This design comes from an exercise in tuning for small area on the open sky130 flow, not from production work.
At most, simulation tests tie the RTL to the original design; equivalence was not proved.
The RTL of run 2 was laid out without a check of its function.
No activity file was given, so power comes from the tool's default toggle rates.

`design/flow/run.sh`:
```
#!/bin/bash
# synth_recipe.tcl (not shown) runs the flow's synth.tcl, then flattens the netlist and writes it again
# the make line also repeats each setting of config.mk as NAME=value (left out here)
make -C /OpenROAD-flow-scripts/flow DESIGN_CONFIG=/design/flow/config.mk WORK_HOME=/design/flow/orfs CLKGATE_MAP_FILE= SYNTH_SCRIPT=/design/flow/synth_recipe.tcl finish
```
`design/flow/config.mk`:
```
export PLATFORM = sky130hd
export DESIGN_NAME = uart_core
export DESIGN_NICKNAME = uart_core
export VERILOG_FILES = /design/flow/design.v
export SDC_FILE = /design/flow/constraint.sdc
export NUM_CORES = 4
export LEC_CHECK = 0
export ABC_AREA = 1
export CAP_MARGIN = 20
export CORE_MARGIN = 2
export CORE_UTILIZATION = 40
export CTS_BUF_LIST = sky130_fd_sc_hd__clkbuf_16
export CTS_CLUSTER_DIAMETER = 80
export CTS_CLUSTER_SIZE = 22
export SLEW_MARGIN = 20
```
`design/flow/constraint.sdc`:
```
create_clock -name core_clock -period 10.0 [get_ports {clk}]
set_input_delay 2.0000 -clock core_clock [delete_from_list [all_inputs] [get_ports {clk}]]
set_output_delay 2.0000 -clock core_clock [all_outputs]
set_load 0.01 [all_outputs]
```
`design/flow/design.v`:
```
`default_nettype none
package uart_pkg;
  localparam logic [1:0] UART_PARITY_NONE = 2'd0;
  localparam logic [1:0] UART_PARITY_EVEN = 2'd1;
  localparam logic [1:0] UART_PARITY_ODD  = 2'd2;
  localparam logic [1:0] UART_PARITY_RSVD = 2'd3;
  localparam logic [1:0] UART_STOP_1     = 2'd0;
  localparam logic [1:0] UART_STOP_2     = 2'd1;
  localparam logic [1:0] UART_STOP_RSVD0 = 2'd2;
  localparam logic [1:0] UART_STOP_RSVD1 = 2'd3;
  localparam logic [1:0] UART_DATA_5 = 2'd0;
  localparam logic [1:0] UART_DATA_6 = 2'd1;
  localparam logic [1:0] UART_DATA_7 = 2'd2;
  localparam logic [1:0] UART_DATA_8 = 2'd3;
endpackage
`default_nettype none
module uart_core (
    input wire clk,
    input wire rst_n,
    input  wire uart_rx_i,
    output wire uart_tx_o,
    input  wire uart_cts_i,
    output wire uart_rts_o,
    input wire        cfg_enable,
    input wire        cfg_rx_enable,
    input wire        cfg_tx_enable,
    input wire [31:0] cfg_baud_inc,
    input wire [ 1:0] cfg_parity_mode,
    input wire [ 1:0] cfg_stop_bits,
    input wire [ 1:0] cfg_data_bits,
    input wire        cfg_hw_flow_enable,
    input wire        ctrl_rx_fifo_clear,
    input wire        ctrl_tx_fifo_clear,
    input  wire       tx_byte_valid,
    output wire       tx_byte_ready,
    input  wire [7:0] tx_byte_data,
    output wire       rx_byte_valid,
    input  wire       rx_byte_ready,
    output wire [7:0] rx_byte_data,
    output wire rx_byte_frame_error,
    output wire rx_byte_parity_error,
    output wire rx_byte_break_detect,
    output wire [4:0] rx_fifo_level,
    output wire [4:0] tx_fifo_level,
    output wire rx_fifo_empty,
    output wire rx_fifo_full,
    output wire tx_fifo_empty,
    output wire tx_fifo_full,
    output wire rx_busy,
    output wire tx_busy,
    output wire cts_active,
    output wire rts_active,
    output wire cts_blocked,
    output wire event_rx_overrun,
    output wire event_rx_frame_error,
    output wire event_rx_parity_error,
    output wire event_rx_break_detect,
    output wire event_tx_done
);
  logic [31:0] acc_q;
  logic [ 3:0] os_cnt_q;
  logic        ot_q;   
  logic        bt_q;   
  logic [16:0] acc_c;    
  logic [32:16] acc_d;   
  logic [32:16] acc_k;   
  logic [31:16] acc_x;   
  logic [31:0] acc_s;
  logic        acc_co;
  logic        nco_run;
  assign nco_run  = rst_n & cfg_enable;
  assign acc_c[0] = 1'b0;
  for (genvar i = 0; i < 16; i++) begin : g_lo
    assign acc_s[i]   = acc_q[i] ^ cfg_baud_inc[i] ^ acc_c[i];
    assign acc_c[i+1] = (acc_q[i] & cfg_baud_inc[i]) | (acc_c[i] & (acc_q[i] ^ cfg_baud_inc[i]));
  end
  assign acc_d[16] = 1'b0;
  assign acc_k[16] = 1'b1;
  for (genvar i = 16; i < 32; i++) begin : g_hi
    assign acc_x[i]   = acc_q[i] ^ cfg_baud_inc[i] ^ acc_d[i];
    assign acc_d[i+1] = (acc_q[i] & cfg_baud_inc[i]) | (acc_d[i] & (acc_q[i] ^ cfg_baud_inc[i]));
    assign acc_k[i+1] = acc_k[i] & acc_x[i];
    assign acc_s[i]   = acc_x[i] ^ (acc_c[16] & acc_k[i]);
  end
  assign acc_co = acc_d[32] | (acc_c[16] & acc_k[32]);
  always_ff @(posedge clk) begin
    acc_q <= nco_run ? acc_s : 32'd0;
    ot_q  <= nco_run & acc_co;
    bt_q  <= nco_run & acc_co & (&os_cnt_q);
    if (!nco_run) os_cnt_q <= 4'd0;
    else if (acc_co) os_cnt_q <= os_cnt_q + 4'd1;
  end
  logic [2:0] rx_sync_q;
  logic [2:0] cts_sync_q;
  logic       rx;
  always_ff @(posedge clk) begin
    if (!rst_n) begin
      rx_sync_q  <= 3'b111;
      cts_sync_q <= 3'b000;
    end else begin
      rx_sync_q  <= {rx_sync_q[1:0], uart_rx_i};
      cts_sync_q <= {cts_sync_q[1:0], uart_cts_i};
    end
  end
  assign rx = rx_sync_q[2];
  localparam logic [2:0] R_IDLE = 3'd0, R_IDLEV = 3'd1, R_START = 3'd2, R_DATA = 3'd3,
                         R_PAR = 3'd4, R_STOP = 3'd5, R_DONE = 3'd6;
  logic [2:0] r_st_q;
  logic [3:0] r_cnt_q;
  logic [2:0] r_bi_q;
  logic [1:0] r_nd_q;     
  logic       r_ns_q;     
  logic       r_pen_q;    
  logic       r_podd_q;   
  logic [7:0] r_data_q;
  logic       r_fe_q;
  logic       r_pe_q;
  logic       r_armed_q;
  logic       r_idle;
  logic       r_valid;
  logic       r_brk;
  logic       r_full_tick;
  logic [7:0] r_data_shift;
  assign r_idle      = (r_st_q == R_IDLE) || (r_st_q == R_IDLEV);
  assign r_valid     = (r_st_q == R_IDLEV);
  assign r_full_tick = ot_q && (r_cnt_q == 4'd15);
  assign r_brk       = r_fe_q && (r_data_q == 8'd0);
  for (genvar j = 0; j < 8; j++) begin : g_rsh
    if (j < 4) begin : g_lo
      assign r_data_shift[j] = r_data_q[j+1];
    end else if (j < 7) begin : g_mid
      assign r_data_shift[j] = (r_nd_q == 2'(j - 4)) ? rx : r_data_q[j+1];
    end else begin : g_top
      assign r_data_shift[j] = (r_nd_q == 2'd3) ? rx : 1'b0;
    end
  end
  always_ff @(posedge clk) begin
    if (!rst_n) begin
      r_st_q    <= R_IDLE;
      r_armed_q <= 1'b1;
    end else begin
      case (r_st_q)
        R_IDLE, R_IDLEV: begin
          r_cnt_q <= 4'd0;
          r_bi_q  <= 3'd0;
          r_st_q  <= R_IDLE;
          if (rx) begin
            r_armed_q <= 1'b1;
          end else if (r_armed_q) begin
            r_armed_q <= 1'b0;
            if (cfg_enable && cfg_rx_enable) begin
              r_st_q   <= R_START;
              r_nd_q   <= cfg_data_bits;
              r_ns_q   <= (cfg_stop_bits == 2'd1);
              r_pen_q  <= cfg_parity_mode[0] ^ cfg_parity_mode[1];
              r_podd_q <= cfg_parity_mode[1];
            end
          end
        end
        R_START: begin
          if (ot_q) begin
            if (r_cnt_q == 4'd7) begin
              r_cnt_q <= 4'd0;
              r_st_q  <= rx ? R_IDLE : R_DATA;
            end else begin
              r_cnt_q <= r_cnt_q + 4'd1;
            end
          end
        end
        R_DATA: begin
          if (ot_q) r_cnt_q <= r_cnt_q + 4'd1;
          if (r_full_tick) begin
            r_data_q <= r_data_shift;
            r_pe_q   <= r_pen_q & (((r_bi_q == 3'd0) ? r_podd_q : r_pe_q) ^ rx);
            if (r_bi_q == {1'b1, r_nd_q}) begin
              r_bi_q <= 3'd0;
              r_st_q <= r_pen_q ? R_PAR : R_STOP;
            end else begin
              r_bi_q <= r_bi_q + 3'd1;
            end
          end
        end
        R_PAR: begin
          if (ot_q) r_cnt_q <= r_cnt_q + 4'd1;
          if (r_full_tick) begin
            r_pe_q <= r_pe_q ^ rx;
            r_st_q <= R_STOP;
          end
        end
        R_STOP: begin
          if (ot_q) r_cnt_q <= r_cnt_q + 4'd1;
          if (r_full_tick) begin
            r_fe_q <= !rx || (r_bi_q[0] && r_fe_q);
            if (r_bi_q[0] == r_ns_q) r_st_q <= R_DONE;
            else r_bi_q[0] <= 1'b1;
          end
        end
        R_DONE: begin
          r_st_q <= R_IDLEV;
        end
        default: begin
          r_st_q <= R_IDLE;
        end
      endcase
    end
  end
  logic [9:0] ring_q [0:15];
  logic [3:0] r_head_q;
  logic       r_pend_q;
  logic [4:0] r_lev_q;
  logic [9:0] r_din;
  logic [9:0] r_dout;
  logic       r_empty;
  logic       r_full;
  logic       r_pop;
  logic       r_push_ready;
  logic       r_push;
  logic [3:0] r_tail_pos;
  logic       r_wr;
  assign r_din        = {r_pe_q, r_fe_q, r_data_q};
  assign r_empty      = (r_lev_q == 5'd0);
  assign r_full       = r_lev_q[4];
  assign r_pop        = !r_empty && rx_byte_ready;
  assign r_push_ready = !r_full || r_pop;
  assign r_push       = r_valid && !ctrl_rx_fifo_clear && r_push_ready;
  assign r_tail_pos   = r_head_q - r_lev_q[3:0] + 4'd1;
  assign r_wr         = r_pend_q && (r_tail_pos == 4'd15);
  assign r_dout       = (r_pend_q && (r_lev_q == 5'd1)) ? r_din : ring_q[r_head_q];
  always_ff @(posedge clk) begin
    ring_q[0] <= r_wr ? r_din : ring_q[15];
    for (int k = 1; k < 16; k++) ring_q[k] <= ring_q[k-1];
    r_head_q <= r_head_q + {3'd0, !r_pop};
  end
  always_ff @(posedge clk) begin
    if (!rst_n) begin
      r_pend_q <= 1'b0;
      r_lev_q  <= 5'd0;
    end else begin
      if (r_push) r_pend_q <= 1'b1;
      else if (r_wr) r_pend_q <= 1'b0;
      if (ctrl_rx_fifo_clear) r_lev_q <= 5'd0;
      else if (r_push && !r_pop) r_lev_q <= r_lev_q + 5'd1;
      else if (r_pop && !r_push) r_lev_q <= r_lev_q - 5'd1;
    end
  end
  assign rx_byte_valid        = !r_empty;
  assign rx_byte_data         = r_dout[7:0];
  assign rx_byte_frame_error  = r_dout[8];
  assign rx_byte_parity_error = r_dout[9];
  assign rx_byte_break_detect = r_dout[8] && (r_dout[7:0] == 8'd0);
  assign rx_fifo_level        = r_lev_q;
  assign rx_fifo_empty        = r_empty;
  assign rx_fifo_full         = r_full;
  assign event_rx_overrun     = r_valid && !ctrl_rx_fifo_clear && !r_push_ready;
  assign event_rx_frame_error = r_valid && r_fe_q;
  assign event_rx_parity_error = r_valid && r_pe_q;
  assign event_rx_break_detect = r_valid && r_brk;
  assign rx_busy              = !r_idle;
  logic [7:0] tm_q [0:15];
  logic [4:0] t_lev_q;
  logic       t_empty;
  logic       t_full;
  logic       t_push_ready;
  logic       t_push;
  logic [7:0] t_head;
  logic       tx_start;
  assign t_empty      = (t_lev_q == 5'd0);
  assign t_full       = t_lev_q[4];
  assign t_push_ready = !t_full || tx_start;
  assign t_push       = tx_byte_valid && !ctrl_tx_fifo_clear && t_push_ready;
  assign t_head       = tm_q[t_lev_q[3:0] - 4'd1];
  always_ff @(posedge clk) begin
    if (t_push) begin
      tm_q[0] <= tx_byte_data;
      for (int k = 1; k < 16; k++) tm_q[k] <= tm_q[k-1];
    end
  end
  always_ff @(posedge clk) begin
    if (!rst_n || ctrl_tx_fifo_clear) t_lev_q <= 5'd0;
    else if (t_push && !tx_start) t_lev_q <= t_lev_q + 5'd1;
    else if (tx_start && !t_push) t_lev_q <= t_lev_q - 5'd1;
  end
  assign tx_byte_ready = t_push_ready && !ctrl_tx_fifo_clear;
  assign tx_fifo_level = t_lev_q;
  assign tx_fifo_empty = t_empty;
  assign tx_fifo_full  = t_full;
  localparam logic [2:0] T_IDLE = 3'd0, T_IDLED = 3'd1, T_START = 3'd2, T_DATA = 3'd3,
                         T_PAR = 3'd4, T_STOP = 3'd5;
  logic [2:0] t_st_q;
  logic [7:0] t_data_q;
  logic [2:0] t_bi_q;
  logic [1:0] t_nd_q;
  logic       t_ns_q;
  logic       t_pen_q;
  logic       t_par_q;
  logic       t_idle;
  logic       t_bit;
  logic       launch_wanted;
  logic       cts_ok;
  assign t_idle = (t_st_q == T_IDLE) || (t_st_q == T_IDLED);
  assign t_bit  = t_data_q[t_bi_q];
  always_ff @(posedge clk) begin
    if (!rst_n) begin
      t_st_q <= T_IDLE;
    end else begin
      case (t_st_q)
        T_IDLE, T_IDLED: begin
          t_bi_q <= 3'd0;
          t_st_q <= T_IDLE;
          if (tx_start) begin
            t_st_q   <= T_START;
            t_data_q <= t_head;
            t_nd_q   <= cfg_data_bits;
            t_ns_q   <= (cfg_stop_bits == 2'd1);
            t_pen_q  <= cfg_parity_mode[0] ^ cfg_parity_mode[1];
            t_par_q  <= cfg_parity_mode[1];
          end
        end
        T_START: begin
          if (bt_q) t_st_q <= T_DATA;
        end
        T_DATA: begin
          if (bt_q) begin
            t_par_q <= t_par_q ^ t_bit;
            if (t_bi_q == {1'b1, t_nd_q}) begin
              t_bi_q <= 3'd0;
              t_st_q <= t_pen_q ? T_PAR : T_STOP;
            end else begin
              t_bi_q <= t_bi_q + 3'd1;
            end
          end
        end
        T_PAR: begin
          if (bt_q) t_st_q <= T_STOP;
        end
        T_STOP: begin
          if (bt_q) begin
            if (t_bi_q[0] == t_ns_q) t_st_q <= T_IDLED;
            else t_bi_q[0] <= 1'b1;
          end
        end
        default: begin
          t_st_q <= T_IDLE;
        end
      endcase
    end
  end
  assign uart_tx_o     = (t_st_q == T_START) ? 1'b0 :
                         (t_st_q == T_DATA)  ? t_bit :
                         (t_st_q == T_PAR)   ? t_par_q : 1'b1;
  assign tx_busy       = !t_idle;
  assign event_tx_done = (t_st_q == T_IDLED);
  logic rts_q;
  assign cts_ok        = !cts_sync_q[2];
  assign launch_wanted = cfg_enable && cfg_tx_enable && !t_empty && t_idle;
  assign tx_start      = launch_wanted && (!cfg_hw_flow_enable || cts_ok) && bt_q;
  always_ff @(posedge clk) begin
    if (!rst_n) rts_q <= 1'b1;
    else if (!cfg_enable || !cfg_rx_enable) rts_q <= 1'b0;
    else if (!cfg_hw_flow_enable) rts_q <= 1'b1;
    else if (rts_q && (r_lev_q >= 5'd14)) rts_q <= 1'b0;
    else if (!rts_q && (r_lev_q <= 5'd8)) rts_q <= 1'b1;
  end
  assign cts_active  = !cfg_hw_flow_enable || cts_ok;
  assign cts_blocked = cfg_hw_flow_enable && launch_wanted && !cts_ok;
  assign rts_active  = cfg_hw_flow_enable ? rts_q : (cfg_enable && cfg_rx_enable);
  assign uart_rts_o  = !rts_active;
endmodule
```
==> results.sh, run 1 <==
export IMPL_cpMostUsedCell="fa_1"
export IMPL_clk_insertion_delay_late_ps=540
export IMPL_critPathMaxStageDelay_ps=410
export IMPL_setup_violations_final=0
export IMPL_synthTopCellsByCount="nand2_1, dfxtp_1, inv_1"
export IMPL_track_usage_pct=16.2
export IMPL_synth_top_area_share_pct=32.8
export IMPL_pin_count=97
export IMPL_drive_gt1_share_pct=5.55
export IMPL_regArea_um2=9530
export IMPL_p_comb_share_pct=22.3
export IMPL_dr_pass1_iters=7
export IMPL_grt_max_degree=83
export IMPL_pwr_share_clk_pct=27.1
export IMPL_yosysMostFrequentCell="nand2_1"
export IMPL_clkTransAtPathRegs_ps=90
export IMPL_finClkSkew_ps=30.3
export IMPL_fin_tns_setup_ps=0
export IMPL_crit_slowest_cell="clkdlybuf4s50_1"
export IMPL_gr_total_overflow=0
export IMPL_root_buffer="clkbuf_16"
export IMPL_p_sw_mw=1.16
export IMPL_post_route_util_pct=46.6
export IMPL_area_growth_pct=15.1
export IMPL_fin_total_pwr_mw=3.78
export IMPL_path_delay_family="adder cells"
export IMPL_hold_viol=0
export IMPL_cts_path_max_buffers=3
export IMPL_antenna_cells=0
export IMPL_endpoint_kind="register"
export IMPL_gp_congestion=0.835
export IMPL_synthArstFlopShare_pct=0
export IMPL_ys_flop_type="dfxtp_1"
export IMPL_synth_edff_count=166
export IMPL_rsz0062_at_grt="false"
export IMPL_grt_pass1_wl_um=50900
export IMPL_p_leak_nw=7.00
export IMPL_swShare_pct=30.7
export IMPL_antenna_found_initial=0
export IMPL_slew_violations=0
export IMPL_critPathBufInv=2
export IMPL_worstSetupPathType="in -> reg"
export IMPL_synthCells=1445
export IMPL_cts_sinks=393
export IMPL_cp_start_kind="primary input"
export IMPL_routedWlPerCell_um=15.2
export IMPL_dieArea_um2=39500
export IMPL_cts_tree="yes"
export IMPL_synth_fp_nets=1558
export IMPL_viasPerCell=4.84
export IMPL_drt_wl_total_um=31600
export IMPL_ys_seq_area_share_pct=62.8
export IMPL_cts_buffers=24
export IMPL_cts_setup_buffers=0
export IMPL_fp_dieH_um=199
export IMPL_multi_input_area_um2=4850
export IMPL_synth_seq_cells=393
export IMPL_cts_resized_gates=0
export IMPL_htree_levels=1
export IMPL_synth_area_um2=15200
export IMPL_syn_avg_cell_area_um2=10.5
export IMPL_drc_errors=0
export IMPL_rows=71
export IMPL_clock_fmax_mhz=111
export IMPL_power_internal_mw=2.62
export IMPL_min_period_ps=9020
export IMPL_p_per_area_nw_per_um2=216
export IMPL_start_util_pct=40.5
export IMPL_status="timing/DRC/antenna clean"
export IMPL_period_share_pct=90.2
export IMPL_port_buffers=96
export IMPL_fill_cells=3547
export IMPL_arrival_ps=9450
export IMPL_ctsHoldBuffers=0
export IMPL_maxSlewHeadroom_pct=33.9
export IMPL_worstHoldPathType="reg -> reg"
export IMPL_crit_fanout=10
export IMPL_max_slew_worst_pin_slew_ps=991
export IMPL_p_seq_share_pct=50.6
export IMPL_grt_pass1_vias=9785
export IMPL_max_cap_violations=0
export IMPL_vias=10066
export IMPL_dpl_hpwl_um=21800
export IMPL_cp_required_ps=10430
export IMPL_ir_drop_mv=0.120
export IMPL_synth_cell_types=53
export IMPL_yosys_top_cells_area="edfxtp_1, dfxtp_1, nand2_1"
export IMPL_drt_first_iter_violations=645
export IMPL_antenna_left=0
export IMPL_fin_nets=1666
export IMPL_core_um2=37500
export IMPL_yosys_warnings=3
export IMPL_die_w_um=199
export IMPL_synth_top_area_cell="edfxtp_1"
==> cells in the final DEF, fill, tap and decap left out, types with 26 or more instances in the layout <==
master	instances
o21ai_0	63
clkbuf_16	26
nand4_1	57
nand2_1	306
nand3_1	47
inv_1	190
a21oi_1	44
nor2_1	125
dfxtp_1	227
clkdlybuf4s50_1	96
fa_1	32
edfxtp_1	166
==> per-layer routing <==
metal / up-vias / share of wire, % / track usage [%]
met3: 56 / 4.4 / 1.92
met5: - / 0 / 0
met2: 223 / 45 / 25.8
li1: 5014 / - / -
met1: 4773 / 48 / 23.3
met4: 0 / 2.6 / 4.67
==> kinds of logic (layout without fill, tap and decap cells) <==
group	count (synthesis)	in the layout	share of synthesized area (%)
AO/OA/AOI/OAI	170	170	6.70
multiplexers	1	1	0.0659
adder cells (fa/ha/maj)	55	55	6.12
AND/OR/NAND/NOR	600	600	18.0
flip-flops	393	393	62.8
XOR/XNOR	18	18	1.04
buffers and inverters	208	330	5.30
==> power by group through the flow <==
stage / logic [mW] / registers [mW] / clock network [mW]
finish: 0.844 / 1.91 / 1.02
global route: 0.946 / 1.93 / 1.11
CTS: 0.849 / 1.91 / 1.05
detailed placement: 0.844 / 1.95 / 0
global placement: 0.833 / 1.94 / 0
floorplan: 0.558 / 1.92 / 0
==> registers in the layout (all words and copies together), names as in the netlist, 4 cells and up <==
signal    cells
t_data_q      8
r_head_q      4
acc_q        32
tm_q        128
t_lev_q       5
os_cnt_q      4
r_data_q      8
r_cnt_q       4
r_lev_q       5
ring_q      160
==> final timing paths <==
kind | from | endpoint | slack [ps] | cells after the start
max | cfg_baud_inc[0] | ot_q | 980 | 29
max reg2reg | acc_q[0] | ot_q | 2560 | 28
min | ring_q[12][0] | ring_q[13][0] | 350 | 0
min reg2reg | ring_q[12][0] | ring_q[13][0] | 350 | 0
==> cell type report <==
| cell class | instances | area share, % |
|---|---|---|
| Clock buffer | 26 | 3.72 |
| Clock inverter | 14 | 0.601 |
| Inverter | 191 | 4.10 |
| Multi-Input combinational cell | 844 | 27.8 |
| Sequential cell | 393 | 54.5 |
| Tap cell | 511 | 3.66 |
| Timing Repair Buffer | 99 | 5.63 |
==> through the flow <==
| stage | hold slack, ps | instance area [um2] | instances | setup slack (ps) |
|---|---|---|---|---|
| floorplan | 324 | 15200 | 1445 | 1190 |
| global placement | 325 | 16700 | 2038 | 603 |
| detailed placement | 330 | 16700 | 2038 | 403 |
| CTS | 349 | 17500 | 2078 | 987 |
| global route | 354 | 17500 | 2078 | 607 |
| finish | 345 | 17500 | 2078 | 982 |
==> inputs of run 2 (changes only) <==
--- a/design/flow/design.v
+++ b/design/flow/design.v
@@ -263,12 +263,16 @@
   logic       t_push_ready;
   logic       t_push;
   logic [7:0] t_head;
+  logic [7:0] t_by_lev [0:15];   
   logic       tx_start;
   assign t_empty      = (t_lev_q == 5'd0);
   assign t_full       = t_lev_q[4];
   assign t_push_ready = !t_full || tx_start;
   assign t_push       = tx_byte_valid && !ctrl_tx_fifo_clear && t_push_ready;
-  assign t_head       = tm_q[t_lev_q[3:0] - 4'd1];
+  for (genvar k = 0; k < 16; k++) begin : g_tsel
+    assign t_by_lev[k] = tm_q[(k + 15) % 16];
+  end
+  assign t_head       = t_by_lev[t_lev_q[3:0]];
   always_ff @(posedge clk) begin
     if (t_push) begin
       tm_q[0] <= tx_byte_data;
==> design/flow/flow/run.sh (new file) <==
#!/bin/bash
# Own layout flow: the standard synthesis, then the combinational logic of its netlist
# re-mapped by ABC with an area-oriented script (registers, full and half adders untouched, so
# every register keeps its name and cell), then the standard layout steps, with the port
# buffers made from the smallest buffer cell. Each tool's output goes to a log file here.
set -euo pipefail
W=$PWD
R=$W/orfs/results/$FLOW_PLATFORM/uart_core/base
LIB=$FLOW_HOME/platforms/$FLOW_PLATFORM/lib/sky130_fd_sc_hd__tt_025C_1v80.lib
YOSYS=$(command -v yosys || echo "$FLOW_HOME/../tools/install/yosys/bin/yosys")

bash standard.sh synth > "$W/log_1_standard_synth.txt" 2>&1

mkdir -p "$W/reabc"
python3 flow/split_lib.py "$LIB" "$W/reabc" > "$W/log_2_split_lib.txt" 2>&1
cp "$R/1_2_yosys.v" "$W/reabc/standard_1_2_yosys.v"
cat > "$W/reabc/reabc.ys" <<YS
read_liberty -lib $W/reabc/keep.lib
read_liberty -ignore_miss_func $W/reabc/comb.lib
read_verilog $W/reabc/standard_1_2_yosys.v
hierarchy -check -top $FLOW_TOP
flatten
opt_clean
abc -liberty $LIB $(for c in sky130_fd_sc_hd__probe_p_8 sky130_fd_sc_hd__probec_p_8 '*lpflow*'; do printf -- '-dont_use %s ' "$c"; done) -script $W/flow/area.abc
read_liberty -lib -ignore_redef $LIB
opt_clean -purge
hilomap -singleton -hicell sky130_fd_sc_hd__conb_1 HI -locell sky130_fd_sc_hd__conb_1 LO
splitnets
opt_clean -purge
insbuf -buf sky130_fd_sc_hd__buf_4 A X
check -assert
stat -liberty $LIB
write_verilog -noattr -nohex -nodec $W/reabc/1_2_yosys.v
YS
"$YOSYS" -s "$W/reabc/reabc.ys" > "$W/log_3_reabc.txt" 2>&1
cp "$W/reabc/1_2_yosys.v" "$R/1_2_yosys.v"

bash standard.sh BUFFER_PORTS_ARGS="-buffer_cell sky130_fd_sc_hd__buf_1" finish > "$W/log_4_standard_layout.txt" 2>&1
==> design/flow/flow/area.abc (new file) <==
&get -n
&st
&dch
&nf -R 1000
&put
topo
dnsize -c
==> design/flow/flow/split_lib.py (new file) <==
#!/usr/bin/env python3
"""Split the platform liberty into keep.lib (sequential cells, full and half adders: left as
they are) and comb.lib (other cells: read with their functions so ABC can re-map them)."""
import re, sys
src, out = sys.argv[1], sys.argv[2]
txt = open(src).read()
idx = [m.start() for m in re.finditer(r'\n\s*cell\s*\(', txt)]
head = txt[:idx[0]]
cells = []
for i, s in enumerate(idx):
    e = idx[i + 1] if i + 1 < len(idx) else txt.rfind('}')
    cells.append(txt[s:e])
def name(c):
    return re.search(r'cell\s*\(\s*"?(\w+)', c).group(1)
def keep(c):
    return re.search(r'\b(ff|latch|statetable)\s*\(', c) or re.search(r'__(fa|ha)_\d', name(c))
open(out + '/keep.lib', 'w').write(head + ''.join(c for c in cells if keep(c)) + '\n}\n')
open(out + '/comb.lib', 'w').write(head + ''.join(c for c in cells if not keep(c)) + '\n}\n')
==> design/flow/standard.sh (new file) <==
#!/bin/bash
# synth_recipe.tcl (not shown) runs the flow's synth.tcl, then flattens the netlist and writes it again
# the make line also repeats each setting of config.mk as NAME=value (left out here)
make -C /OpenROAD-flow-scripts/flow DESIGN_CONFIG=/design/flow/config.mk WORK_HOME=/design/flow/orfs CLKGATE_MAP_FILE= SYNTH_SCRIPT=/design/flow/synth_recipe.tcl "${@:-finish}"
--- a/design/flow/config.mk
+++ b/design/flow/config.mk
@@ -9,7 +9,4 @@
 export CAP_MARGIN = 20
 export CORE_MARGIN = 2
 export CORE_UTILIZATION = 40
-export CTS_BUF_LIST = sky130_fd_sc_hd__clkbuf_16
-export CTS_CLUSTER_DIAMETER = 80
-export CTS_CLUSTER_SIZE = 22
 export SLEW_MARGIN = 20
removed: design/flow/run.sh
==> run 2 against run 1 <==
First-iteration DRC count up 35%. Clock power increased by about 50%. Combinational power decreased by 47%. Die area down 6.3%. Sequential share of layout area rose by 3.0 points. Sequential power shrank 5%. Total power is 0.27% higher. Non-clock buffer count up 15. Worst setup slack lost 430 ps. Cell count is 18% lower.
==> results.sh, run 2 <==
export IMPL_final_cell_mix="dfxtp_1, edfxtp_1, buf_1"
export IMPL_yosys_warnings=4
export IMPL_p_seq_share_pct=47.9
export IMPL_gp_congestion=0.811
export IMPL_hold_depth=0
export IMPL_crit_fanout=8
export IMPL_dr_pass1_iters=5
export IMPL_drive_gt1_share_pct=7.51
export IMPL_htree_levels=2
export IMPL_viasPerCell=5.33
export IMPL_hold_path_startpoint="ring_q[6][9]"
export IMPL_dieArea_um2=37000
export IMPL_cp_start_kind="primary input"
export IMPL_clkTransAtPathRegs_ps=60
export IMPL_drt_wl_total_um=32100
export IMPL_top_regs="ring_q: 160 flops, tm_q: 128 flops, acc_q: 32 flops"
export IMPL_pwr_share_clk_pct=40.3
export IMPL_cts_tree="yes"
export IMPL_power_internal_mw=2.80
export IMPL_cp_required_ps=10410
export IMPL_status="timing/DRC/antenna clean"
export IMPL_fin_nets=1317
export IMPL_core_um2=35300
export IMPL_crit_slowest_cell="fa_1"
export IMPL_clk_insertion_delay_late_ps=550
export IMPL_synth_fp_nets=1176
export IMPL_hold_viol=0
export IMPL_cts_resized_gates=0
export IMPL_gr_total_overflow=0
export IMPL_root_buffer="clkbuf_16"
export IMPL_ff2ff_setup_slack_ps=1810
export IMPL_pin_count=97
export IMPL_p_sw_mw=0.989
export IMPL_reg2reg_from="acc_q[0]"
export IMPL_max_cap_violations=0
export IMPL_clock_fmax_mhz=106
export IMPL_finClkSkew_ps=28.9
export IMPL_r2r_end="os_cnt_q[0]"
export IMPL_antenna_found_initial=0
export IMPL_place_inst=1619
export IMPL_port_buffers=96
export IMPL_mostFrequentLayoutCell="dfxtp_1"
export IMPL_start_util_pct=40.2
export IMPL_slew_violations=0
export IMPL_worstSetupPathType="in -> reg"
export IMPL_rows=69
export IMPL_path_delay_family="adder cells"
export IMPL_p_per_area_nw_per_um2=229
export IMPL_cts_buffers=43
export IMPL_cts_setup_buffers=0
export IMPL_area_growth_pct=16.6
export IMPL_dpl_hpwl_um=20800
export IMPL_fin_tns_setup_ps=0
export IMPL_cts_path_max_buffers=3
export IMPL_p_leak_nw=5.88
export IMPL_ir_drop_mv=0.163
export IMPL_fin_cells=1699
export IMPL_synthCells=1063
export IMPL_swShare_pct=26.1
export IMPL_p_comb_share_pct=11.8
export IMPL_cpMostUsedCell="fa_1"
export IMPL_arrival_ps=9860
export IMPL_critPathMaxStageDelay_ps=410
export IMPL_largest_reg_flops=160
export IMPL_startpoint="cfg_baud_inc[0]"
export IMPL_fill_cells=3161
export IMPL_drt_first_iter_violations=869
export IMPL_min_period_ps=9450
export IMPL_ctsHoldBuffers=0
export IMPL_vias=9050
export IMPL_worstHoldPathType="reg -> reg"
export IMPL_track_usage_pct=17.5
export IMPL_fp_dieH_um=192
export IMPL_syn_avg_cell_area_um2=13.4
export IMPL_period_share_pct=94.5
export IMPL_setup_violations_final=0
export IMPL_max_slew_worst_pin_slew_ps=1160
export IMPL_endpoint_kind="register"
export IMPL_grt_pass1_wl_um=49600
export IMPL_rsz0062_at_grt="false"
export IMPL_maxSlewHeadroom_pct=22.3
export IMPL_antenna_left=0
export IMPL_synth_area_um2=14200
export IMPL_grt_pass1_vias=8811
export IMPL_r2r_cells=28
export IMPL_drc_errors=0
export IMPL_critPathBufInv=1
export IMPL_largest_register="ring_q"
export IMPL_routedWlPerCell_um=18.9
export IMPL_antenna_cells=0
export IMPL_holdPathEnd="ring_q[7][9]"
export IMPL_grt_max_degree=73
export IMPL_die_w_um=192
export IMPL_cts_sinks=393
[run 2: worst max-delay path by stage]
stage / end / slack (ps) / depth (start not counted)
3_5_place_dp: os_cnt_q[0] / -30 / 29
4_1_cts: os_cnt_q[0] / 530 / 29
6_report: os_cnt_q[0] / 550 / 29
3_3_place_gp: os_cnt_q[3] / 180 / 29
2_1_floorplan: os_cnt_q[3] / 470 / 28
5_1_grt: os_cnt_q[1] / 20 / 29
[run 2: per-layer routing]
layer	vias up	GRT usage, %	share of wire (%)	wire, um
met5	-	0	0	0
met4	0	4.87	2.2	698
met3	52	3.86	7.5	2420
met2	294	26.5	44	14100
met1	4416	25.2	47	14900
li1	4288	-	-	-
[run 2: through the flow]
step                      worst slack [ps]  power, mW  cell area, um2  hold WS, ps  utilization (%)
after floorplan                        473       2.12           14200          326                -
after global placement                 181       2.27           15200          332             43.0
after detailed placement             -28.5       2.29           15200          334             43.0
after CTS                              530       3.82           16600          339             46.9
after global routing                  17.9       3.95           16600          350             46.9
final                                  549       3.79           16600          347             46.9
[run 2: cell type report]
| class | instances | area, um2 | share of cell area [%] |
|---|---|---|---|
| Sequential cell | 393 | 9530 | 57.5 |
| Multi-Input combinational cell | 595 | 4380 | 26.4 |
| Clock buffer | 69 | 1270 | 7.64 |
| Tap cell | 461 | 577 | 3.48 |
| Timing Repair Buffer | 114 | 500 | 3.02 |
| Inverter | 57 | 214 | 1.29 |
| Clock inverter | 10 | 103 | 0.619 |
[run 2: power by group through the flow]
stage	Sequential, mW	Clock (mW)	Combinational, mW
after CTS	1.81	1.56	0.442
final	1.81	1.53	0.446
after global routing	1.82	1.63	0.496
after floorplan	1.83	0	0.286
after detailed placement	1.85	0	0.440
after global placement	1.85	0	0.428
==> inputs of run 3 (changes only) <==
--- a/design/flow/design.v
+++ b/design/flow/design.v
@@ -83,10 +83,10 @@
     assign acc_s[i]   = acc_x[i] ^ (acc_c[16] & acc_k[i]);
   end
   assign acc_co = acc_d[32] | (acc_c[16] & acc_k[32]);
+  assign bt_q = ot_q && (os_cnt_q == 4'd0);
   always_ff @(posedge clk) begin
     acc_q <= nco_run ? acc_s : 32'd0;
     ot_q  <= nco_run & acc_co;
-    bt_q  <= nco_run & acc_co & (&os_cnt_q);
     if (!nco_run) os_cnt_q <= 4'd0;
     else if (acc_co) os_cnt_q <= os_cnt_q + 4'd1;
   end
@@ -141,7 +141,7 @@
     end else begin
       case (r_st_q)
         R_IDLE, R_IDLEV: begin
-          r_cnt_q <= 4'd0;
+          r_cnt_q <= 4'd8;   
           r_bi_q  <= 3'd0;
           r_st_q  <= R_IDLE;
           if (rx) begin
@@ -158,14 +158,8 @@
           end
         end
         R_START: begin
-          if (ot_q) begin
-            if (r_cnt_q == 4'd7) begin
-              r_cnt_q <= 4'd0;
-              r_st_q  <= rx ? R_IDLE : R_DATA;
-            end else begin
-              r_cnt_q <= r_cnt_q + 4'd1;
-            end
-          end
+          if (ot_q) r_cnt_q <= r_cnt_q + 4'd1;
+          if (r_full_tick) r_st_q <= rx ? R_IDLE : R_DATA;
         end
         R_DATA: begin
           if (ot_q) r_cnt_q <= r_cnt_q + 4'd1;
--- a/design/flow/config.mk
+++ b/design/flow/config.mk
@@ -9,4 +9,7 @@
 export CAP_MARGIN = 20
 export CORE_MARGIN = 2
 export CORE_UTILIZATION = 40
+export CTS_BUF_LIST = sky130_fd_sc_hd__clkbuf_8
+export CTS_CLUSTER_DIAMETER = 60
+export CTS_CLUSTER_SIZE = 16
 export SLEW_MARGIN = 20
==> run 3 against run 2 <==
Still clean on timing, DRC and antenna. Hold slack improved by 3.0 ps. Highest routed layer unchanged. Largest cell class unchanged. Routed wire length shrank 1.5%. Total power shrank 12%. Sequential power grew 5%. Critical endpoint is now os_cnt_q[3].
==> results.sh, run 3 <==
export IMPL_status="timing/DRC/antenna clean"
export IMPL_largest_register="ring_q"
export IMPL_dr_pass1_iters=6
export IMPL_vias=9002
export IMPL_die_w_um=193
export IMPL_fp_dieH_um=193
export IMPL_grt_pass1_wl_um=48600
export IMPL_htree_levels=1
export IMPL_endpoint_kind="register"
export IMPL_drt_wl_total_um=31600
export IMPL_track_usage_pct=17.0
export IMPL_grt_pass1_vias=8605
export IMPL_rows=69
export IMPL_final_cell_mix="dfxtp_1, edfxtp_1, buf_1"
export IMPL_gr_total_overflow=0
export IMPL_crit_slowest_cell="fa_1"
export IMPL_drc_errors=0
export IMPL_crit_fanout=5
export IMPL_fin_total_pwr_mw=3.31
export IMPL_viasPerCell=5.37
export IMPL_p_leak_nw=5.55
export IMPL_fin_tns_setup_ps=0
export IMPL_setup_violations_final=0
export IMPL_gp_congestion=0.824
export IMPL_cts_buffers=30
export IMPL_cts_setup_buffers=0
export IMPL_cp_start_kind="primary input"
export IMPL_cts_path_max_buffers=3
export IMPL_clock_fmax_mhz=110
export IMPL_hold_viol=0
export IMPL_rsz0062_at_grt="false"
export IMPL_ir_drop_mv=0.127
export IMPL_routedWlPerCell_um=18.9
export IMPL_dieArea_um2=37100
export IMPL_top_regs="ring_q: 160 flops, tm_q: 128 flops, acc_q: 32 flops"
export IMPL_pin_count=97
export IMPL_drt_first_iter_violations=877
export IMPL_clkTransAtPathRegs_ps=100
export IMPL_min_period_ps=9130
export IMPL_drive_gt1_share_pct=5.76
export IMPL_worstSetupPathType="in -> reg"
export IMPL_ctsHoldBuffers=0
export IMPL_max_slew_worst_pin_slew_ps=1130
export IMPL_maxSlewHeadroom_pct=24.1
export IMPL_cpMostUsedCell="fa_1"
export IMPL_cts_resized_gates=0
export IMPL_grt_max_degree=77
export IMPL_cts_tree="yes"
export IMPL_p_per_area_nw_per_um2=211
export IMPL_yosys_warnings=4
export IMPL_synthCells=1070
export IMPL_period_share_pct=91.3
export IMPL_fin_nets=1313
export IMPL_dpl_hpwl_um=21000
export IMPL_worstHoldPathType="reg -> reg"
export IMPL_cp_required_ps=10500
export IMPL_slew_violations=0
export IMPL_antenna_cells=0
export IMPL_mostFrequentLayoutCell="dfxtp_1"
export IMPL_fin_cells=1677
export IMPL_arrival_ps=9630
export IMPL_port_buffers=96
export IMPL_place_inst=1627
export IMPL_max_cap_violations=0
export IMPL_syn_avg_cell_area_um2=13.3
export IMPL_finClkSkew_ps=19.2
export IMPL_synth_fp_nets=1185
export IMPL_clk_insertion_delay_late_ps=610
export IMPL_core_um2=35300
export IMPL_post_route_util_pct=44.6
export IMPL_area_growth_pct=10.7
export IMPL_cts_sinks=392
export IMPL_largest_reg_flops=160
export IMPL_synth_area_um2=14200
export IMPL_fill_cells=3196
export IMPL_critPathMaxStageDelay_ps=400
export IMPL_antenna_found_initial=0
export IMPL_start_util_pct=40.3
export IMPL_antenna_left=0
export IMPL_root_buffer="clkbuf_8"
## run 3: power breakdown
| part | leakage [nW] | internal, mW | switching [mW] |
|---|---|---|---|
| Clock | 0.308 | 0.293 | 0.506 |
| Sequential | 3.38 | 1.80 | 0.108 |
| Combinational | 1.86 | 0.221 | 0.390 |
## run 3: worst paths after layout
| kind | slack [ps] | end | cells after the start | from |
|---|---|---|---|---|
| worst max-delay path | 870 | os_cnt_q[3] | 31 | cfg_baud_inc[0] |
| worst min-delay path | 350 | ring_q[15][4] | 0 | ring_q[14][4] |
| worst max register to register | 2050 | os_cnt_q[3] | 30 | acc_q[0] |
| worst min register to register | 350 | ring_q[15][4] | 0 | ring_q[14][4] |
## run 3: cell type report
type / count / area (um2) / area share (%)
clock buffer: 31 / 427 / 2.71
clock inverter: 19 / 101 / 0.644
sequential: 392 / 9510 / 60.4
inverter: 64 / 240 / 1.53
timing repair buffer: 114 / 495 / 3.15
multi-input combinational: 596 / 4390 / 27.9
tap: 461 / 577 / 3.66
## run 3: metrics by stage
stage	setup slack (ps)	cell area, um2	hold WS [ps]
floorplan	608	14200	326
global placement	380	15200	333
detailed placement	204	15200	336
CTS	886	15700	354
global route	431	15700	360
finish	872	15700	350
## run 3: critical path, delay by kind of cell
family	cells	cell delay, ps
AOI/OAI and AO/OA	3	310
adders and majority gates	16	5600
buffers and inverters	2	130
and+or+nand+nor	10	1570
## run 3: metal layers
metal | up-vias | GRT usage [%] | share of wire (%)
met4 | 0 | 4.96 | 2.9
li1 | 4247 | - | -
met1 | 4426 | 24.6 | 47
met2 | 261 | 26.1 | 45
met5 | - | 0 | 0
met3 | 68 | 2.89 | 5.4
==> inputs of run 4 (changes only) <==
--- a/design/flow/config.mk
+++ b/design/flow/config.mk
@@ -8,8 +8,8 @@
 export ABC_AREA = 1
 export CAP_MARGIN = 20
 export CORE_MARGIN = 2
-export CORE_UTILIZATION = 40
-export CTS_BUF_LIST = sky130_fd_sc_hd__clkbuf_8
-export CTS_CLUSTER_DIAMETER = 60
-export CTS_CLUSTER_SIZE = 16
+export CORE_UTILIZATION = 60
+export CTS_BUF_LIST = sky130_fd_sc_hd__clkbuf_16
+export CTS_CLUSTER_DIAMETER = 100
+export CTS_CLUSTER_SIZE = 30
 export SLEW_MARGIN = 20
==> run 4 against run 3 <==
Cell count down 9.6%. Core utilization up 22 points. First-iteration DRC count down 9.9%. Sequential power about the same. Total power up 0.24%. Clock skew up 8.2 ps. Critical endpoint unchanged. Largest cell class unchanged. Largest power group unchanged.
==> results.sh, run 4 <==
export IMPL_postLayoutCellArea_um2=15500
export IMPL_max_cap_violations=0
export IMPL_gr_total_overflow=0
export IMPL_drc_errors=0
export IMPL_gp_congestion=0.802
export IMPL_viasPerCell=5.84
export IMPL_final_cell_mix="dfxtp_1, edfxtp_1, buf_1"
export IMPL_holdPathEnd="ring_q[3][8]"
export IMPL_worstSetupPathType="in -> reg"
export IMPL_finClkSkew_ps=27.4
export IMPL_min_period_ps=9240
export IMPL_hold_viol=0
export IMPL_antenna_found_initial=0
export IMPL_start_util_pct=60.8
export IMPL_r2r_cells=30
export IMPL_maxSlewHeadroom_pct=22.6
export IMPL_pin_count=97
export IMPL_fp_dieH_um=158
export IMPL_routedWlPerCell_um=19.3
export IMPL_fill_cells=1851
export IMPL_rsz0062_at_grt="false"
export IMPL_core_um2=23400
export IMPL_grt_max_degree=72
export IMPL_cts_sinks=392
export IMPL_cpMostUsedCell="fa_1"
export IMPL_arrival_ps=9660
export IMPL_clock_fmax_mhz=108
export IMPL_clkTransAtPathRegs_ps=110
export IMPL_slew_violations=0
export IMPL_critPathMaxStageDelay_ps=400
export IMPL_cts_tree="yes"
export IMPL_p_per_area_nw_per_um2=214
export IMPL_cp_start_kind="primary input"
export IMPL_hold_depth=0
export IMPL_port_buffers=96
export IMPL_track_usage_pct=23.5
export IMPL_dr_pass1_iters=8
export IMPL_fin_nets=1303
export IMPL_largest_register="ring_q"
export IMPL_reg2reg_from="acc_q[0]"
export IMPL_status="timing/DRC/antenna clean"
export IMPL_fin_ws_ps=756
export IMPL_grt_pass1_vias=8237
export IMPL_cts_buffers=17
export IMPL_synthCells=1070
export IMPL_crit_slowest_cell="fa_1"
export IMPL_area_growth_pct=9.30
export IMPL_rows=56
export IMPL_largest_reg_flops=160
export IMPL_ctsHoldBuffers=0
export IMPL_synth_area_um2=14200
export IMPL_fin_tns_setup_ps=0
export IMPL_max_slew_worst_pin_slew_ps=1160
export IMPL_mostFrequentLayoutCell="dfxtp_1"
export IMPL_drive_gt1_share_pct=4.09
export IMPL_r2r_end="os_cnt_q[3]"
export IMPL_fin_cells=1516
export IMPL_crit_fanout=5
export IMPL_placed_cell_area_um2=15000
export IMPL_p_leak_nw=5.52
export IMPL_vias=8854
export IMPL_synth_fp_nets=1185
export IMPL_grt_pass1_wl_um=45400
export IMPL_root_buffer="clkbuf_16"
export IMPL_place_inst=1487
export IMPL_drt_wl_total_um=29300
export IMPL_drt_first_iter_violations=790
export IMPL_cts_resized_gates=0
export IMPL_fin_total_pwr_mw=3.32
export IMPL_post_route_util_pct=66.4
export IMPL_htree_levels=1
export IMPL_cp_required_ps=10410
export IMPL_worstHoldPathType="reg -> reg"
export IMPL_dieArea_um2=24900
export IMPL_dpl_worst_slack_ps=216
export IMPL_hold_path_startpoint="ring_q[2][8]"
export IMPL_top_regs="ring_q: 160 flops, tm_q: 128 flops, acc_q: 32 flops"
export IMPL_cts_path_max_buffers=3
export IMPL_dpl_hpwl_um=19600
export IMPL_antenna_left=0
export IMPL_endpoint_kind="register"
export IMPL_yosys_warnings=4
export IMPL_syn_avg_cell_area_um2=13.3
export IMPL_cts_setup_buffers=0
export IMPL_hold_slack_ps=338
export IMPL_ff2ff_setup_slack_ps=2010
export IMPL_setup_violations_final=0
export IMPL_ir_drop_mv=0.144
export IMPL_antenna_cells=0
export IMPL_die_w_um=158
export IMPL_clk_insertion_delay_late_ps=510
export IMPL_period_share_pct=92.4
## run 4: worst max path at each step
stage,start,to,slack [ps],cells past startpoint
finish,cfg_baud_inc[0],os_cnt_q[3],760,31
global route,cfg_baud_inc[0],os_cnt_q[3],350,31
CTS,cfg_baud_inc[0],os_cnt_q[3],720,31
detailed placement,cfg_baud_inc[0],os_cnt_q[3],220,31
global placement,cfg_baud_inc[0],os_cnt_q[3],390,31
floorplan,cfg_baud_inc[0],os_cnt_q[3],610,30
## run 4: area by class of cell
cell class	count	area, um2	share of cell area [%]
Clock buffer	18	450	2.90
Clock inverter	10	63.8	0.411
Inverter	64	240	1.55
Multi-Input combinational cell	596	4370	28.1
Sequential cell	392	9510	61.2
Tap cell	319	399	2.57
Timing Repair Buffer	117	513	3.30
## run 4: critical path, delay by kind of cell
kind	cells	cell delay, ps
adders and majority gates	16	5580
and+or+nand+nor	10	1610
AOI/OAI and AO/OA	3	300
buffers and inverters	2	140
## run 4: report_power, final
| part | leakage (nW) | total (mW) | internal (mW) | switching (mW) |
|---|---|---|---|---|
| Clock | 0.277 | 0.817 | 0.337 | 0.480 |
| Combinational | 1.87 | 0.605 | 0.223 | 0.382 |
| Sequential | 3.38 | 1.90 | 1.80 | 0.105 |
## run 4: metal layers
layer	track usage, %	part of all wire (%)
met1	34.1	45
met2	38.0	47
met3	2.68	5.5
met4	6.52	2.1
met5	0	0
==> inputs of run 5 (changes only) <==
--- a/design/flow/config.mk
+++ b/design/flow/config.mk
@@ -6,10 +6,10 @@
 export NUM_CORES = 4
 export LEC_CHECK = 0
 export ABC_AREA = 1
-export CAP_MARGIN = 20
+export CAP_MARGIN = 0
 export CORE_MARGIN = 2
-export CORE_UTILIZATION = 60
+export CORE_UTILIZATION = 40
 export CTS_BUF_LIST = sky130_fd_sc_hd__clkbuf_16
 export CTS_CLUSTER_DIAMETER = 100
 export CTS_CLUSTER_SIZE = 30
-export SLEW_MARGIN = 20
+export SLEW_MARGIN = 0
==> run 5 against run 4 <==
Hold slack better by 13 ps. Cell count is 9.1% higher. Die area is 49% higher. Non-clock buffer count is 3 lower. Largest power group unchanged. Count of clock-buffer cells in the layout is 1 lower. Still clean.
==> results.sh, run 5 <==
export IMPL_status="timing/DRC/antenna clean"
export IMPL_dpl_hpwl_um=21000
export IMPL_max_cap_violations=0
export IMPL_rows=69
export IMPL_worstSetupPathType="in -> reg"
export IMPL_max_slew_worst_pin_slew_ps=1250
export IMPL_antenna_cells=0
export IMPL_p_per_area_nw_per_um2=212
export IMPL_p_seq_share_pct=57.3
export IMPL_gr_total_overflow=0
export IMPL_synth_area_um2=14200
export IMPL_place_inst=1627
export IMPL_drt_first_iter_violations=1040
export IMPL_grt_pass1_wl_um=48500
export IMPL_grt_max_degree=77
export IMPL_yosys_warnings=4
export IMPL_cp_required_ps=10430
export IMPL_mostFrequentLayoutCell="dfxtp_1"
export IMPL_swShare_pct=29.6
export IMPL_core_um2=35300
export IMPL_root_buffer="clkbuf_16"
export IMPL_fp_dieH_um=193
export IMPL_ir_drop_mv=0.159
export IMPL_largest_register="ring_q"
export IMPL_synth_fp_nets=1185
export IMPL_final_cell_mix="dfxtp_1, edfxtp_1, buf_1"
export IMPL_clock_fmax_mhz=109
export IMPL_viasPerCell=5.43
export IMPL_cts_path_max_buffers=3
export IMPL_grt_pass1_vias=8518
export IMPL_arrival_ps=9630
export IMPL_fin_tns_setup_ps=0
export IMPL_fin_nets=1300
export IMPL_antenna_left=0
export IMPL_clk_insertion_delay_late_ps=530
export IMPL_cts_buffers=17
export IMPL_slew_violations=0
export IMPL_p_comb_share_pct=18.4
export IMPL_pin_count=97
export IMPL_dpl_worst_slack_ps=177
export IMPL_drt_wl_total_um=31600
export IMPL_drc_errors=0
export IMPL_htree_levels=1
export IMPL_top_regs="ring_q: 160 flops, tm_q: 128 flops, acc_q: 32 flops"
export IMPL_vias=8977
export IMPL_largest_reg_flops=160
export IMPL_dr_pass1_iters=6
export IMPL_port_buffers=96
export IMPL_cts_sinks=392
export IMPL_pwr_share_clk_pct=24.3
export IMPL_p_sw_mw=0.983
export IMPL_maxSlewHeadroom_pct=16.5
export IMPL_period_share_pct=92.0
export IMPL_syn_avg_cell_area_um2=13.3
export IMPL_crit_fanout=5
export IMPL_start_util_pct=40.3
export IMPL_dieArea_um2=37100
export IMPL_routedWlPerCell_um=19.1
export IMPL_track_usage_pct=16.9
export IMPL_endpoint_kind="register"
export IMPL_fin_cells=1654
export IMPL_antenna_found_initial=0
export IMPL_area_growth_pct=10.3
export IMPL_setup_violations_final=0
export IMPL_hold_viol=0
export IMPL_cts_tree="yes"
export IMPL_cp_start_kind="primary input"
export IMPL_critPathMaxStageDelay_ps=400
export IMPL_p_leak_nw=5.50
export IMPL_clkTransAtPathRegs_ps=110
export IMPL_fin_ws_ps=799
export IMPL_ctsHoldBuffers=0
export IMPL_finClkSkew_ps=42.2
export IMPL_rsz0062_at_grt="false"
export IMPL_power_internal_mw=2.34
export IMPL_die_w_um=193
export IMPL_min_period_ps=9200
export IMPL_fill_cells=3240
export IMPL_gp_congestion=0.824
export IMPL_fin_total_pwr_mw=3.32
export IMPL_synthCells=1070
export IMPL_drive_gt1_share_pct=3.94
export IMPL_crit_slowest_cell="fa_1"
export IMPL_worstHoldPathType="reg -> reg"
export IMPL_cts_setup_buffers=0
export IMPL_cpMostUsedCell="fa_1"
export IMPL_cts_resized_gates=0
[run 5: final cells by class]
cell class,instances,area [um2],share of cell area (%)
well taps,461,577,3.68
inverters,64,240,1.53
clock inverters,10,63.8,0.407
repair buffers,114,495,3.16
clock buffers,17,425,2.71
multi-input cells,596,4380,27.9
flip-flops and latches,392,9510,60.6
[run 5: layer usage]
layer,up-vias,wire (um),track usage [%]
li1,4218,-,-
met1,4441,14500,24.8
met2,279,14600,26.9
met3,39,1860,2.27
met4,0,584,3.70
met5,-,0,0
[run 5: power groups by stage]
stage	Sequential (mW)	Combinational (mW)	Clock, mW
finish	1.90	0.610	0.807
floorplan	1.91	0.420	0
detailed placement	1.94	0.608	0
global route	1.92	0.682	0.881
global placement	1.93	0.596	0
CTS	1.90	0.612	0.829
[run 5: metrics by stage]
step | utilization (%) | hold slack [ps] | area [um2]
finish | 44.4 | 352 | 15700
global route | 44.4 | 359 | 15700
CTS | 44.4 | 349 | 15700
detailed placement | 43.0 | 337 | 15200
global placement | 43.0 | 333 | 15200
floorplan | - | 326 | 14200
[run 5: path summary, 6_finish.rpt]
| path | start | cells past startpoint | slack, ps | endpoint |
|---|---|---|---|---|
| max | cfg_baud_inc[0] | 31 | 800 | os_cnt_q[3] |
| min | ring_q[13][4] | 0 | 350 | ring_q[14][4] |
| max reg2reg | acc_q[0] | 30 | 2050 | os_cnt_q[3] |
| min reg2reg | ring_q[13][4] | 0 | 350 | ring_q[14][4] |
[run 5: critical path, delay by kind of cell]
family	cells	cell delay, ps
and+or+nand+nor	10	1580
buffers and inverters	2	130
adders and majority gates	16	5600
AOI/OAI and AO/OA	3	300
==> inputs of run 6 (changes only) <==
==> design/flow/config.mk (replaced) <==
export PLATFORM = sky130hd
export DESIGN_NAME = uart_core
export DESIGN_NICKNAME = uart_core
export VERILOG_FILES = /design/flow/design.v
export SDC_FILE = /design/flow/constraint.sdc
export NUM_CORES = 4
export LEC_CHECK = 0
export ABC_AREA = 1
export CAP_MARGIN = 20
export CORE_MARGIN = 2
export CORE_UTILIZATION = 40
export CTS_BUF_LIST = sky130_fd_sc_hd__clkbuf_16
export CTS_CLUSTER_DIAMETER = 70
export CTS_CLUSTER_SIZE = 36
export SLEW_MARGIN = 20
==> run 6 against run 5 <==
Sequential cell count unchanged. Worst setup slack got worse by 12 ps. Still clean on timing, DRC and antenna. Register-to-register slack got worse by 20 ps. Hold slack got worse by 18 ps. Critical path type unchanged. Largest cell class unchanged. Highest routed layer unchanged. Die area unchanged. Clock skew decreased by 14 ps. Fmax decreased by 0.13%.
==> results.sh, run 6 <==
export IMPL_status="timing/DRC/antenna clean"
export IMPL_cts_resized_gates=0
export IMPL_slew_violations=0
export IMPL_largest_register="ring_q"
export IMPL_cts_tree="yes"
export IMPL_placed_cell_area_um2=15200
export IMPL_hold_slack_ps=334
export IMPL_synth_fp_nets=1185
export IMPL_gr_total_overflow=0
export IMPL_antenna_left=0
export IMPL_pwr_share_clk_pct=27.9
export IMPL_crit_fanout=5
export IMPL_min_period_ps=9210
export IMPL_cp_start_kind="primary input"
export IMPL_crit_slowest_cell="fa_1"
export IMPL_critPathBufInv=2
export IMPL_worstSetupPathType="in -> reg"
export IMPL_critPathMaxStageDelay_ps=400
export IMPL_final_cell_mix="dfxtp_1, edfxtp_1, buf_1"
export IMPL_cts_sinks=392
export IMPL_swShare_pct=30.2
export IMPL_p_leak_nw=5.57
export IMPL_worstHoldPathType="reg -> reg"
export IMPL_ff2ff_setup_slack_ps=2030
export IMPL_dpl_worst_slack_ps=204
export IMPL_cpMostUsedCell="fa_1"
export IMPL_track_usage_pct=16.8
export IMPL_ir_drop_mv=0.167
export IMPL_fp_dieH_um=193
export IMPL_maxSlewHeadroom_pct=22.9
export IMPL_arrival_ps=9640
export IMPL_core_um2=35300
export IMPL_hold_viol=0
export IMPL_routedWlPerCell_um=18.8
export IMPL_grt_pass1_wl_um=48100
export IMPL_largest_reg_flops=160
export IMPL_drt_wl_total_um=31300
export IMPL_clk_insertion_delay_late_ps=540
export IMPL_ctsHoldBuffers=0
export IMPL_clkTransAtPathRegs_ps=120
export IMPL_synthCells=1070
export IMPL_p_seq_share_pct=54.6
export IMPL_rows=69
export IMPL_fin_nets=1302
export IMPL_max_slew_worst_pin_slew_ps=1150
export IMPL_place_inst=1627
export IMPL_fin_tns_setup_ps=0
export IMPL_antenna_found_initial=0
export IMPL_synth_area_um2=14200
export IMPL_cts_buffers=19
export IMPL_cp_required_ps=10430
export IMPL_postLayoutCellArea_um2=15900
export IMPL_area_growth_pct=11.9
export IMPL_syn_avg_cell_area_um2=13.3
export IMPL_antenna_cells=0
export IMPL_gp_congestion=0.824
export IMPL_period_share_pct=92.1
export IMPL_htree_levels=1
export IMPL_path_delay_family="adder cells"
export IMPL_mostFrequentLayoutCell="dfxtp_1"
export IMPL_drive_gt1_share_pct=5.34
export IMPL_top_regs="ring_q: 160 flops, tm_q: 128 flops, acc_q: 32 flops"
export IMPL_start_util_pct=40.3
export IMPL_grt_max_degree=77
export IMPL_die_w_um=193
export IMPL_p_sw_mw=1.05
export IMPL_fill_cells=3170
export IMPL_dr_pass1_iters=6
export IMPL_rsz0062_at_grt="false"
export IMPL_drc_errors=0
export IMPL_grt_pass1_vias=8440
export IMPL_cts_path_max_buffers=3
export IMPL_dieArea_um2=37100
export IMPL_viasPerCell=5.39
export IMPL_fin_cells=1660
export IMPL_vias=8945
export IMPL_root_buffer="clkbuf_16"
export IMPL_endpoint_kind="register"
export IMPL_fin_total_pwr_mw=3.49
export IMPL_p_per_area_nw_per_um2=219
export IMPL_pin_count=97
export IMPL_yosys_warnings=4
export IMPL_cts_setup_buffers=0
export IMPL_fin_ws_ps=787
export IMPL_drt_first_iter_violations=800
export IMPL_dpl_hpwl_um=21000
export IMPL_finClkSkew_ps=27.7
export IMPL_port_buffers=96
export IMPL_power_internal_mw=2.43
export IMPL_max_cap_violations=0
export IMPL_setup_violations_final=0
export IMPL_clock_fmax_mhz=109
export IMPL_p_comb_share_pct=17.5
export IMPL_post_route_util_pct=45.0
==> run 6: routing by layer <==
layer | vias to the layer above | part of all wire, % | track usage [%]
met4 | 0 | 2.3 | 4.14
met2 | 259 | 45 | 26.0
li1 | 4230 | - | -
met5 | - | 0 | 0
met3 | 44 | 5.6 | 2.36
met1 | 4412 | 47 | 24.9
==> run 6: worst reg2reg max path: cells and delay by family, from the launching register on <==
| family | cells | cell delay [ps] |
|---|---|---|
| AO/OA/AOI/OAI | 3 | 310 |
| flip-flops | 1 | 320 |
| buffers and inverters | 1 | 60 |
| adder cells (fa/ha/maj) | 16 | 5580 |
| AND/OR/NAND/NOR | 10 | 1580 |
==> run 6: cell type report <==
| type | count | area (um2) | share of cell area [%] |
|---|---|---|---|
| sequential | 392 | 9510 | 59.8 |
| clock buffer | 19 | 475 | 2.99 |
| inverter | 64 | 240 | 1.51 |
| timing repair buffer | 114 | 495 | 3.12 |
| tap | 461 | 577 | 3.63 |
| clock inverter | 14 | 214 | 1.35 |
| multi-input combinational | 596 | 4390 | 27.6 |
==> run 6: worst paths after layout <==
kind	cells after the start	from	end
worst max-delay path	31	cfg_baud_inc[0]	os_cnt_q[3]
worst min-delay path	0	ring_q[13][6]	ring_q[14][6]
worst max register to register	30	acc_q[0]	os_cnt_q[3]
worst min register to register	0	ring_q[13][6]	ring_q[14][6]
==> run 6: power by group through the flow <==
stage	clock network (mW)	registers (mW)	logic [mW]
after detailed placement	0	1.94	0.608
after CTS	0.998	1.90	0.611
after global routing	1.05	1.92	0.688
final	0.973	1.90	0.609
after global placement	0	1.93	0.596
after floorplan	0	1.91	0.420
==> inputs of run 7 (changes only) <==
--- a/design/flow/config.mk
+++ b/design/flow/config.mk
@@ -8,8 +8,8 @@
 export ABC_AREA = 1
 export CAP_MARGIN = 20
 export CORE_MARGIN = 2
-export CORE_UTILIZATION = 40
+export CORE_UTILIZATION = 60
 export CTS_BUF_LIST = sky130_fd_sc_hd__clkbuf_16
-export CTS_CLUSTER_DIAMETER = 70
-export CTS_CLUSTER_SIZE = 36
+export CTS_CLUSTER_DIAMETER = 60
+export CTS_CLUSTER_SIZE = 40
 export SLEW_MARGIN = 20
==> run 7 against run 6 <==
Still clean. Sequential cell count did not move. Routed wire length fell by 5.7%. Global-route usage rose by 6.9 points. Clock power rose by 23%.
==> results.sh, run 7 <==
export IMPL_critPathMaxStageDelay_ps=390
export IMPL_gr_total_overflow=0
export IMPL_port_buffers=96
export IMPL_dr_pass1_iters=6
export IMPL_min_period_ps=9170
export IMPL_clkTransAtPathRegs_ps=120
export IMPL_crit_slowest_cell="fa_1"
export IMPL_mostFrequentLayoutCell="dfxtp_1"
export IMPL_routedWlPerCell_um=19.2
export IMPL_period_share_pct=91.7
export IMPL_fin_cells=1533
export IMPL_cp_required_ps=10440
export IMPL_rows=56
export IMPL_vias=8955
export IMPL_fin_nets=1311
export IMPL_top_regs="ring_q: 160 flops, tm_q: 128 flops, acc_q: 32 flops"
export IMPL_antenna_cells=0
export IMPL_worstSetupPathType="in -> reg"
export IMPL_cts_sinks=392
export IMPL_hold_viol=0
export IMPL_clk_insertion_delay_late_ps=560
export IMPL_core_um2=23400
export IMPL_ff2ff_setup_slack_ps=2070
export IMPL_clock_fmax_mhz=109
export IMPL_ir_drop_mv=0.147
export IMPL_fin_tns_setup_ps=0
export IMPL_drt_first_iter_violations=829
export IMPL_fp_dieH_um=158
export IMPL_cp_start_kind="primary input"
export IMPL_track_usage_pct=23.7
export IMPL_drt_wl_total_um=29500
export IMPL_synthCells=1070
export IMPL_syn_avg_cell_area_um2=13.3
export IMPL_p_per_area_nw_per_um2=231
export IMPL_cts_path_max_buffers=3
export IMPL_dieArea_um2=24900
export IMPL_status="timing/DRC/antenna clean"
export IMPL_synth_fp_nets=1185
export IMPL_cpMostUsedCell="fa_1"
export IMPL_arrival_ps=9610
export IMPL_top_layer="met4"
export IMPL_antenna_left=0
export IMPL_wl_met1_um=13100
export IMPL_dpl_hpwl_um=19600
export IMPL_final_cell_mix="dfxtp_1, edfxtp_1, buf_1"
export IMPL_dr_wl_met3_um=1770
export IMPL_ctsHoldBuffers=0
export IMPL_endpoint_kind="register"
export IMPL_antenna_found_initial=0
export IMPL_cts_setup_buffers=0
export IMPL_start_util_pct=60.8
export IMPL_viasPerCell=5.84
export IMPL_finClkSkew_ps=29.5
export IMPL_grt_pass1_vias=8431
export IMPL_yosys_warnings=4
export IMPL_grt_max_degree=72
export IMPL_root_buffer="clkbuf_16"
export IMPL_drc_errors=0
export IMPL_largest_register="ring_q"
export IMPL_cts_resized_gates=0
export IMPL_wl_met2_um=13800
export IMPL_synth_area_um2=14200
export IMPL_largest_reg_flops=160
export IMPL_die_w_um=158
export IMPL_cts_buffers=25
export IMPL_maxSlewHeadroom_pct=23.3
export IMPL_drive_gt1_share_pct=6.18
export IMPL_area_growth_pct=12.8
export IMPL_rsz0062_at_grt="false"
export IMPL_htree_levels=1
export IMPL_max_cap_violations=0
export IMPL_gp_congestion=0.802
export IMPL_max_slew_worst_pin_slew_ps=1150
export IMPL_slew_violations=0
export IMPL_cts_tree="yes"
export IMPL_worstHoldPathType="reg -> reg"
export IMPL_place_inst=1487
export IMPL_pin_count=97
export IMPL_p_leak_nw=5.72
export IMPL_grt_pass1_wl_um=45800
export IMPL_crit_fanout=5
export IMPL_setup_violations_final=0
==> run 7: layout make-up <==
class                           count  area, um2
Sequential cell                   392       9510
Fill cell                        1774       7360
Multi-Input combinational cell    596       4370
Clock buffer                       26        651
Timing Repair Buffer              117        513
Tap cell                          319        399
Clock inverter                     19        362
Inverter                           64        240
==> run 7: power by group <==
group	internal (mW)	total (mW)	switching [mW]
Sequential	1.80	1.90	0.105
Clock	0.547	1.20	0.651
Combinational	0.223	0.607	0.384
Total	2.57	3.71	1.14
==> run 7: final timing paths <==
check / endpoint / startpoint / cells after the start
max reg2reg: os_cnt_q[3] / acc_q[0] / 30
min reg2reg: ring_q[13][7] / ring_q[12][7] / 0
min: ring_q[13][7] / ring_q[12][7] / 0
max: os_cnt_q[3] / cfg_baud_inc[0] / 31
==> run 7: stage by stage <==
| stage | power, mW | worst slack [ps] | utilization, % | instance area (um2) | hold WS [ps] |
|---|---|---|---|---|---|
| 2_1_floorplan | 2.33 | 608 | - | 14200 | 326 |
| 3_3_place_gp | 2.53 | 395 | 64.1 | 15000 | 333 |
| 3_5_place_dp | 2.54 | 216 | 64.2 | 15000 | 335 |
| 4_1_cts | 3.73 | 811 | 68.5 | 16000 | 341 |
| 5_1_grt | 3.88 | 416 | 68.5 | 16000 | 337 |
| 6_report | 3.71 | 826 | 68.5 | 16000 | 330 |
==> run 7: metal layers <==
layer	vias to the layer above	track usage [%]
met3	63	3.48
li1	4262	-
met4	0	7.38
met1	4329	34.1
met2	301	37.6
met5	-	0
==> run 7: worst max-delay path, delay by kind of cell <==
family	cells	cell delay [ps]
AO/OA/AOI/OAI	3	320
buffers and inverters	2	130
adder cells (fa/ha/maj)	16	5550
AND/OR/NAND/NOR	10	1610

port drivers added, routing unchanged:
No port has a modelled driver above. Below, the same layouts with a new extraction and two added sets of constraints. Step 1, drivers: a clkbuf_16 drives clk and a buf_2 each remaining input, both assumed. Step 2 times the ports against the registers' clock, not the clock port: input delays grow and output delays shrink by t, the midpoint of the rising clock arrivals with the driver on. a / b / c = ideal ports / drivers / drivers and shift; a / b = the first two.
run	t, ns	setup WS [ns]	clock arrival spread, ns	slew at the worst register clock pin (ns)	cell pins on the clock port's net
run 1	0.582	0.982 / 1.012 / 0.430	0.032 / 0.032	0.09 / 0.09	1
run 2	0.587	0.549 / 0.575 / -0.013	0.029 / 0.029	0.06 / 0.06	1
run 3	0.652	0.872 / 0.899 / 0.247	0.026 / 0.026	0.11 / 0.11	1
run 4	0.551	0.756 / 0.785 / 0.234	0.031 / 0.031	0.12 / 0.12	1
run 5	0.563	0.799 / 0.835 / 0.272	0.043 / 0.042	0.12 / 0.12	1
run 6	0.578	0.787 / 0.818 / 0.240	0.028 / 0.028	0.12 / 0.12	1
run 7	0.593	0.826 / 0.855 / 0.261	0.032 / 0.033	0.12 / 0.12	1
With both steps, setup timing fails in run 2, where it was met with ideal ports. The setup slack of run 3, which loses most, moves by +0.027 ns with the drivers and by -0.625 ns with both steps.
